What follows belongs to an exercise in optimizing a design on an open flow for small area, a short achievable clock period and few clock cycles; a production flow would make more cautious choices. In this exercise RTL edits were held to simulation tests only and were not proved equivalent to the original.

Setup of JK:
## goldschmidt_divider
module goldschmidt_divider (
    input wire clk,
    input wire rst_n,
    input wire start,
    input wire [15:0] numerator,       
    input wire [15:0] denominator,     
    output wire [15:0] quotient,       
    output reg valid,
    output wire error
);
==> module goldschmidt_divider, before the edit <==
module goldschmidt_divider (
    input wire clk,
    input wire rst_n,
    input wire start,
    input wire [15:0] numerator,       
    input wire [15:0] denominator,     
    output wire [15:0] quotient,       
    output reg valid,
    output wire error
);
reg        busy;
reg [2:0]  cnt;
reg [28:0] xn;       
reg [29:0] accn;
reg [24:0] xd;       
reg [25:0] accd;
reg [11:0] yh;       
reg [6:0]  one_n, two_n, neg_n, one_dn, two_dn, neg_dn;
reg [3:0]  lz;       
reg        eq, dz, d3one;
wire [2:0] cnt_nx = busy ? cnt + 3'd1 : 3'd0;
wire       fin    = cnt[0];      
wire [42:0] sumn;
wire [38:0] sumd;
gs_mac_n mn (.a(accn), .x({xn, 1'b0}), .one(one_n), .two(two_n), .neg(neg_n), .s(sumn));
gs_mac_d md (.a(accd), .x({xd, 1'b0}), .one(~one_dn), .two(~two_dn), .neg(~neg_dn), .s(sumd));
function [20:0] booth;       
    input [12:0] v;
    reg [15:0] w;
    integer i;
    begin
        w = {2'b00, v, 1'b0};
        for (i = 0; i < 7; i = i + 1) begin
            booth[i]      = w[2*i+1] ^ w[2*i];
            booth[7 + i]  = (w[2*i+2] & ~w[2*i+1] & ~w[2*i]) | (~w[2*i+2] & w[2*i+1] & w[2*i]);
            booth[14 + i] = w[2*i+2] & ~(w[2*i+1] & w[2*i]);
        end
    end
endfunction
wire [12:0] nxdig = ~sumd[24:12];    
wire [20:0] bnext = !busy ? booth(f0m1) : fin ? booth({1'b0, yh}) : booth(nxdig);
wire [15:0] d = denominator;
wire        z3 = (d[15:8] == 8'd0);
wire [15:0] d3 = z3 ? {d[7:0], 8'd0} : d;
wire        z2 = (d3[15:12] == 4'd0);
wire [15:0] d2 = z2 ? {d3[11:0], 4'd0} : d3;
wire        z1 = (d2[15:14] == 2'd0);
wire [15:0] d1 = z1 ? {d2[13:0], 2'd0} : d2;
wire        z0 = ~d1[15];
wire [15:0] d0 = z0 ? {d1[14:0], 1'b0} : d1;
wire [11:0] dn = d0[15:4];
reg [12:0] f0m1;     
always @(*) begin
    case (dn[10:8])
        3'd0: f0m1 = 13'd8191;
        3'd1: f0m1 = 13'd7281;
        3'd2: f0m1 = 13'd6553;
        3'd3: f0m1 = 13'd5957;
        3'd4: f0m1 = 13'd5460;
        3'd5: f0m1 = 13'd5040;
        3'd6: f0m1 = 13'd4680;
        default: f0m1 = 13'd4368;
    endcase
end
wire [28:0] n4   = xn + {11'd0, accn[29:12]};
wire [43:0] qsh = {15'd0, n4} << lz;
assign quotient = eq ? 16'h1000 : qsh[31:16];
assign error    = dz;
always @(posedge clk or negedge rst_n) begin
    if (!rst_n) begin
        busy  <= 1'b0;
        valid <= 1'b0;
    end else begin
        valid <= busy & (cnt == 3'd5);
        if (!busy)
            busy <= start;
        else if (cnt == 3'd5)
            busy <= 1'b0;
    end
end
always @(posedge clk) begin
    cnt <= cnt_nx;
    {neg_n, two_n, one_n} <= bnext;
    {neg_dn, two_dn, one_dn} <= ~bnext;
    if (!busy) begin
        xn   <= {2'd0, numerator, 11'd0};
        accn <= {2'd0, numerator, 12'd0};
        xd   <= {2'd0, dn, 11'd0};
        accd <= {2'd0, dn, 12'd0};
        lz   <= {z3, z2, z1, z0};
        eq   <= (numerator == denominator);
        dz   <= (denominator == 16'd0);
    end else if (fin) begin
        accn <= (cnt[2] & d3one) ? 30'd0 : sumn[42:13];
        accd <= sumd[38:13];
    end else begin
        xn   <= sumn[40:12];
        accn <= {sumn[40:12], 1'b0};
        xd   <= sumd[36:12];
        accd <= {sumd[36:12], 1'b0};
        yh   <= ~sumd[36:25];
        d3one <= sumd[36];
    end
end
endmodule
export LEC_CHECK = 0
export ABC_AREA = 1
export CAP_MARGIN = 20
export CORE_MARGIN = 2
export CORE_UTILIZATION = 50
export SETUP_SLACK_MARGIN = 5
export SLEW_MARGIN = 20
create_clock -name core_clock -period 11.0 [get_ports {clk}]
standard.sh (not shown) runs the stock make flow with config.mk's settings and CLKGATE_MAP_FILE= SYNTH_SCRIPT=/design/flow/synth_recipe.tcl, a recipe that flattens the netlist after the stock synthesis.
==> flow/flow/run.sh <==
#!/bin/bash
# The standard layout (standard.sh), with one change to synthesis:
# SYNTH_ARGS=-noabc skips the quick ABC pass inside Yosys's "synth" fine
# stage, so extract_fa sees the adder trees as written and maps them to
# full adders without inverters between them.  Registers, their names and
# cell types are those of the standard synthesis; the final ABC mapping,
# floorplan, placement, CTS, routing and constraints are the standard ones.
set -euo pipefail
bash standard.sh SYNTH_ARGS=-noabc finish > standard.log 2>&1
Testbench counts of JK, summed over its fixed seeds: cycles 112,000.
Input-level comparison between MS and JK:
--- a/flow/design.v
+++ b/flow/design.v
@@ -61,9 +61,11 @@
         3'd6: f0m1 = 13'd4680;
         default: f0m1 = 13'd4368;
     endcase
 end
-wire [28:0] n4   = xn + {11'd0, accn[29:12]};
+reg  [10:0] xinc;
+wire [18:0] n4lo = {1'b0, xn[17:0]} + {1'b0, accn[29:12]};
+wire [28:0] n4   = {n4lo[18] ? xinc : xn[28:18], n4lo[17:0]};
 wire [43:0] qsh = {15'd0, n4} << lz;
 assign quotient = eq ? 16'h1000 : qsh[31:16];
 assign error    = dz;
 always @(posedge clk or negedge rst_n) begin
@@ -79,8 +81,9 @@
     end
 end
 always @(posedge clk) begin
     cnt <= cnt_nx;
+    xinc <= xn[28:18] + 11'd1;
     {neg_n, two_n, one_n} <= bnext;
     {neg_dn, two_dn, one_dn} <= ~bnext;
     if (!busy) begin
         xn   <= {2'd0, numerator, 11'd0};
Findings:
Going from JK to MS, final layout net count shrinks by 16.
Compared with JK, MS shows a lower number of antenna violations at the first check in global routing.
MS: initial cell density of the core 0.35 points below JK
From JK to MS, number of buffers and inverters on the critical path did not move at all.
Where minimum clock period is concerned, JK is outperformed by MS.
Cmp JK and MS / fraction of met2 tracks used by global routing / higher: MS
Comparing JK and MS, the higher sequential fraction of total cell area is on MS.
Testbench counts of MS, summed over its fixed seeds: cycles 112,000.

== job 104 ==
The RTL this note starts from:
==> flow/design.v <==
module goldschmidt_divider (
    input wire clk,
    input wire rst_n,
    input wire start,
    input wire [15:0] numerator,       
    input wire [15:0] denominator,     
    output wire [15:0] quotient,       
    output reg valid,
    output wire error
);
reg        busy;
reg [2:0]  cnt;
reg [28:0] xn;       
reg [29:0] accn;
reg [24:0] xd;       
reg [25:0] accd;
reg [11:0] yh;       
reg [6:0]  one_n, two_n, neg_n, one_dn, two_dn, neg_dn;
reg [3:0]  lz;       
reg        eq, dz, d3one;
wire [2:0] cnt_nx = busy ? cnt + 3'd1 : 3'd0;
wire       fin    = cnt[0];      
wire [42:0] sumn;
wire [38:0] sumd;
gs_mac #(.W(30), .O(43)) mn (.a(accn), .x({xn, 1'b0}), .one(one_n), .two(two_n), .neg(neg_n), .s(sumn));
gs_mac #(.W(26), .O(39)) md (.a(accd), .x({xd, 1'b0}), .one(~one_dn), .two(~two_dn), .neg(~neg_dn), .s(sumd));
function [20:0] booth;       
    input [12:0] v;
    reg [15:0] w;
    integer i;
    begin
        w = {2'b00, v, 1'b0};
        for (i = 0; i < 7; i = i + 1) begin
            booth[i]      = w[2*i+1] ^ w[2*i];
            booth[7 + i]  = (w[2*i+2] & ~w[2*i+1] & ~w[2*i]) | (~w[2*i+2] & w[2*i+1] & w[2*i]);
            booth[14 + i] = w[2*i+2] & ~(w[2*i+1] & w[2*i]);
        end
    end
endfunction
wire [12:0] nxdig = ~sumd[24:12];    
wire [20:0] bnext = !busy ? booth(f0m1) : fin ? booth({1'b0, yh}) : booth(nxdig);
wire [15:0] d = denominator;
wire        z3 = (d[15:8] == 8'd0);
wire [15:0] d3 = z3 ? {d[7:0], 8'd0} : d;
wire        z2 = (d3[15:12] == 4'd0);
wire [15:0] d2 = z2 ? {d3[11:0], 4'd0} : d3;
wire        z1 = (d2[15:14] == 2'd0);
wire [15:0] d1 = z1 ? {d2[13:0], 2'd0} : d2;
wire        z0 = ~d1[15];
wire [15:0] d0 = z0 ? {d1[14:0], 1'b0} : d1;
wire [11:0] dn = d0[15:4];
reg [12:0] f0m1;     
always @(*) begin
    case (dn[10:8])
        3'd0: f0m1 = 13'd8191;
        3'd1: f0m1 = 13'd7281;
        3'd2: f0m1 = 13'd6553;
        3'd3: f0m1 = 13'd5957;
        3'd4: f0m1 = 13'd5460;
        3'd5: f0m1 = 13'd5040;
        3'd6: f0m1 = 13'd4680;
        default: f0m1 = 13'd4368;
    endcase
end
wire [28:0] n4  = xn + (d3one ? 29'd0 : {11'd0, accn[29:12]});
wire [43:0] qsh = {15'd0, n4} << lz;
assign quotient = eq ? 16'h1000 : qsh[31:16];
assign error    = dz;
always @(posedge clk or negedge rst_n) begin
    if (!rst_n) begin
        busy  <= 1'b0;
        valid <= 1'b0;
    end else begin
        valid <= busy & (cnt == 3'd5);
        if (!busy)
            busy <= start;
        else if (cnt == 3'd5)
            busy <= 1'b0;
    end
end
always @(posedge clk) begin
    cnt <= cnt_nx;
    {neg_n, two_n, one_n} <= bnext;
    {neg_dn, two_dn, one_dn} <= ~bnext;
    if (!busy) begin
        xn   <= {2'd0, numerator, 11'd0};
        accn <= {2'd0, numerator, 12'd0};
        xd   <= {2'd0, dn, 11'd0};
        accd <= {2'd0, dn, 12'd0};
        lz   <= {z3, z2, z1, z0};
        eq   <= (numerator == denominator);
        dz   <= (denominator == 16'd0);
    end else if (fin) begin
        accn <= sumn[42:13];
        accd <= sumd[38:13];
    end else begin
        xn   <= sumn[40:12];
        accn <= {sumn[40:12], 1'b0};
        xd   <= sumd[36:12];
        accd <= {sumd[36:12], 1'b0};
        yh   <= ~sumd[36:25];
        d3one <= sumd[36];
    end
end
endmodule
module gs_mac #(parameter W = 30, parameter O = 43) (
    input  wire [W-1:0] a,
    input  wire [W-1:0] x,
    input  wire [6:0] one, two, neg,    
    output wire [O-1:0] s
);
wire [W+1:0] x1 = {2'b00, x};
wire [W+1:0] x2 = {1'b0, x, 1'b0};
wire one0 = one[0], two0 = two[0], neg0 = neg[0];
wire [W+1:0] q0 = ({(W+2){one0}} & x1 | {(W+2){two0}} & x2) ^ {(W+2){neg0}};
wire one1 = one[1], two1 = two[1], neg1 = neg[1];
wire [W+1:0] q1 = ({(W+2){one1}} & x1 | {(W+2){two1}} & x2) ^ {(W+2){neg1}};
wire one2 = one[2], two2 = two[2], neg2 = neg[2];
wire [W+1:0] q2 = ({(W+2){one2}} & x1 | {(W+2){two2}} & x2) ^ {(W+2){neg2}};
wire one3 = one[3], two3 = two[3], neg3 = neg[3];
wire [W+1:0] q3 = ({(W+2){one3}} & x1 | {(W+2){two3}} & x2) ^ {(W+2){neg3}};
wire one4 = one[4], two4 = two[4], neg4 = neg[4];
wire [W+1:0] q4 = ({(W+2){one4}} & x1 | {(W+2){two4}} & x2) ^ {(W+2){neg4}};
wire one5 = one[5], two5 = two[5], neg5 = neg[5];
wire [W+1:0] q5 = ({(W+2){one5}} & x1 | {(W+2){two5}} & x2) ^ {(W+2){neg5}};
wire one6 = one[6], two6 = two[6], neg6 = neg[6];
wire [W+1:0] q6 = ({(W+2){one6}} & x1 | {(W+2){two6}} & x2) ^ {(W+2){neg6}};
wire [O-1:0] r0 = ({{(O-W-2){1'b0}}, ~q0[W+1], q0[W:0]} << 0);
wire [O-1:0] r1 = ({{(O-W-2){1'b0}}, ~q1[W+1], q1[W:0]} << 2) | ({{(O-1){1'b0}}, neg0} << 0);
wire [O-1:0] r2 = ({{(O-W-2){1'b0}}, ~q2[W+1], q2[W:0]} << 4) | ({{(O-1){1'b0}}, neg1} << 2);
wire [O-1:0] r3 = ({{(O-W-2){1'b0}}, ~q3[W+1], q3[W:0]} << 6) | ({{(O-1){1'b0}}, neg2} << 4);
wire [O-1:0] r4 = ({{(O-W-2){1'b0}}, ~q4[W+1], q4[W:0]} << 8) | ({{(O-1){1'b0}}, neg3} << 6);
wire [O-1:0] r5 = ({{(O-W-2){1'b0}}, ~q5[W+1], q5[W:0]} << 10) | ({{(O-1){1'b0}}, neg4} << 8);
wire [O-1:0] r6 = ({{(O-W-2){1'b0}}, ~q6[W+1], q6[W:0]} << 12) | ({{(O-1){1'b0}}, neg5} << 10);
wire [O-1:0] kc = {O{1'b0}} - (({{(O-1){1'b0}}, 1'b1} << (W+1+0)) + ({{(O-1){1'b0}}, 1'b1} << (W+1+2)) + ({{(O-1){1'b0}}, 1'b1} << (W+1+4)) + ({{(O-1){1'b0}}, 1'b1} << (W+1+6)) + ({{(O-1){1'b0}}, 1'b1} << (W+1+8)) + ({{(O-1){1'b0}}, 1'b1} << (W+1+10)) + ({{(O-1){1'b0}}, 1'b1} << (W+1+12)));
wire [O-1:0] ra = {{(O-W){1'b0}}, a};
wire [O-1:0] t0s0 = r0 ^ r1 ^ r2;
wire [O-1:0] t0c0 = ((r0 & r1) | (r0 & r2) | (r1 & r2)) << 1;
wire [O-1:0] t0s1 = r3 ^ r4 ^ r5;
wire [O-1:0] t0c1 = ((r3 & r4) | (r3 & r5) | (r4 & r5)) << 1;
wire [O-1:0] t0s2 = r6 ^ kc ^ ra;
wire [O-1:0] t0c2 = ((r6 & kc) | (r6 & ra) | (kc & ra)) << 1;
wire [O-1:0] t1s0 = t0s0 ^ t0c0 ^ t0s1;
wire [O-1:0] t1c0 = ((t0s0 & t0c0) | (t0s0 & t0s1) | (t0c0 & t0s1)) << 1;
wire [O-1:0] t1s1 = t0c1 ^ t0s2 ^ t0c2;
wire [O-1:0] t1c1 = ((t0c1 & t0s2) | (t0c1 & t0c2) | (t0s2 & t0c2)) << 1;
wire [O-1:0] t2s0 = t1s0 ^ t1c0 ^ t1s1;
wire [O-1:0] t2c0 = ((t1s0 & t1c0) | (t1s0 & t1s1) | (t1c0 & t1s1)) << 1;
wire [O-1:0] t3s0 = t2s0 ^ t2c0 ^ t1c1;
wire [O-1:0] t3c0 = ((t2s0 & t2c0) | (t2s0 & t1c1) | (t2c0 & t1c1)) << 1;
assign s = t3s0 + t3c0;
endmodule
make LEC_CHECK=0 CAP_MARGIN=20 CORE_MARGIN=2 CORE_UTILIZATION=40 SETUP_SLACK_MARGIN=5 SLEW_MARGIN=20 finish   # period 11.0 ns
run.sh (not shown) runs the stock make flow with config.mk's settings and CLKGATE_MAP_FILE= SYNTH_SCRIPT=/design/flow/synth_recipe.tcl, a recipe that flattens the netlist after the stock synthesis.
Stock flow here: none of the scripts above is used.
The flow did not stop early for job 104: all stages ran, and the layout cleared the timing, DRC and antenna checks.
Testbench counts of job 104, summed over its fixed seeds: cycles 112,000.
Input-level comparison between job 101 and job 104:
--- a/flow/design.v
+++ b/flow/design.v
@@ -13,19 +13,19 @@
 reg [28:0] xn;       
 reg [29:0] accn;
 reg [24:0] xd;       
 reg [25:0] accd;
 reg [11:0] yh;       
-reg [6:0]  one_n, two_n, neg_n, one_dn, two_dn, neg_dn;
+reg [6:0]  one_n, two_n, neg_n, one_d, two_d, neg_d;
 reg [3:0]  lz;       
 reg        eq, dz, d3one;
 wire [2:0] cnt_nx = busy ? cnt + 3'd1 : 3'd0;
 wire       fin    = cnt[0];      
 wire [42:0] sumn;
 wire [38:0] sumd;
 gs_mac #(.W(30), .O(43)) mn (.a(accn), .x({xn, 1'b0}), .one(one_n), .two(two_n), .neg(neg_n), .s(sumn));
-gs_mac #(.W(26), .O(39)) md (.a(accd), .x({xd, 1'b0}), .one(~one_dn), .two(~two_dn), .neg(~neg_dn), .s(sumd));
+gs_mac #(.W(26), .O(39)) md (.a(accd), .x({xd, 1'b0}), .one(one_d), .two(two_d), .neg(neg_d), .s(sumd));
 function [20:0] booth;       
     input [12:0] v;
     reg [15:0] w;
     integer i;
     begin
@@ -79,11 +79,11 @@
     end
 end
 always @(posedge clk) begin
     cnt <= cnt_nx;
     {neg_n, two_n, one_n} <= bnext;
-    {neg_dn, two_dn, one_dn} <= ~bnext;
+    {neg_d, two_d, one_d} <= bnext;
     if (!busy) begin
         xn   <= {2'd0, numerator, 11'd0};
         accn <= {2'd0, numerator, 12'd0};
         xd   <= {2'd0, dn, 11'd0};
         accd <= {2'd0, dn, 12'd0};
==> comparison <==
Job 101 completed end to end with timing, DRC and antenna clean.
Diff job 104 -> job 101: minimum clock period after layout moved up, share of flip-flops with an asynchronous set or reset after synthesis moved up, placeable core region moved down.
Between job 104 and job 101, the cell count went down.
Sort job 101 and job 104 by worst slack after detailed placement, ascending, and job 104 comes first.
Testbench counts of job 101, summed over its fixed seeds: cycles 112,000.

[static timing again, ports no longer ideal]
How much do the figures lean on ideal ports? The routed layouts below were timed once more, with nothing changed but the port constraints. Step 1, drivers: a clkbuf_16 drives clk and a buf_2 each remaining input, both assumed. Step 2 moves the port delays by t, midway between the first and last clock arrival at a register: inputs arrive t later, outputs are due t later. That takes back most of the time a late clock gives input paths. Three values: ideal, step 1, step 2; two values: the first two.
run	t (ns)	setup slack, ns	cell pins on the clock port's net
JK	0.552	5.068 / 5.068 / 5.068	1
MS	0.552	5.113 / 5.113 / 5.023	1
job 104	0.518	4.883 / 4.830 / 4.750	1
job 101	0.522	4.397 / 4.339 / 4.704	1
After both steps setup and hold are still met in every run listed. For job 104, which loses most, drivers alone change the setup slack by -0.053 ns; drivers and shift together by -0.133 ns.
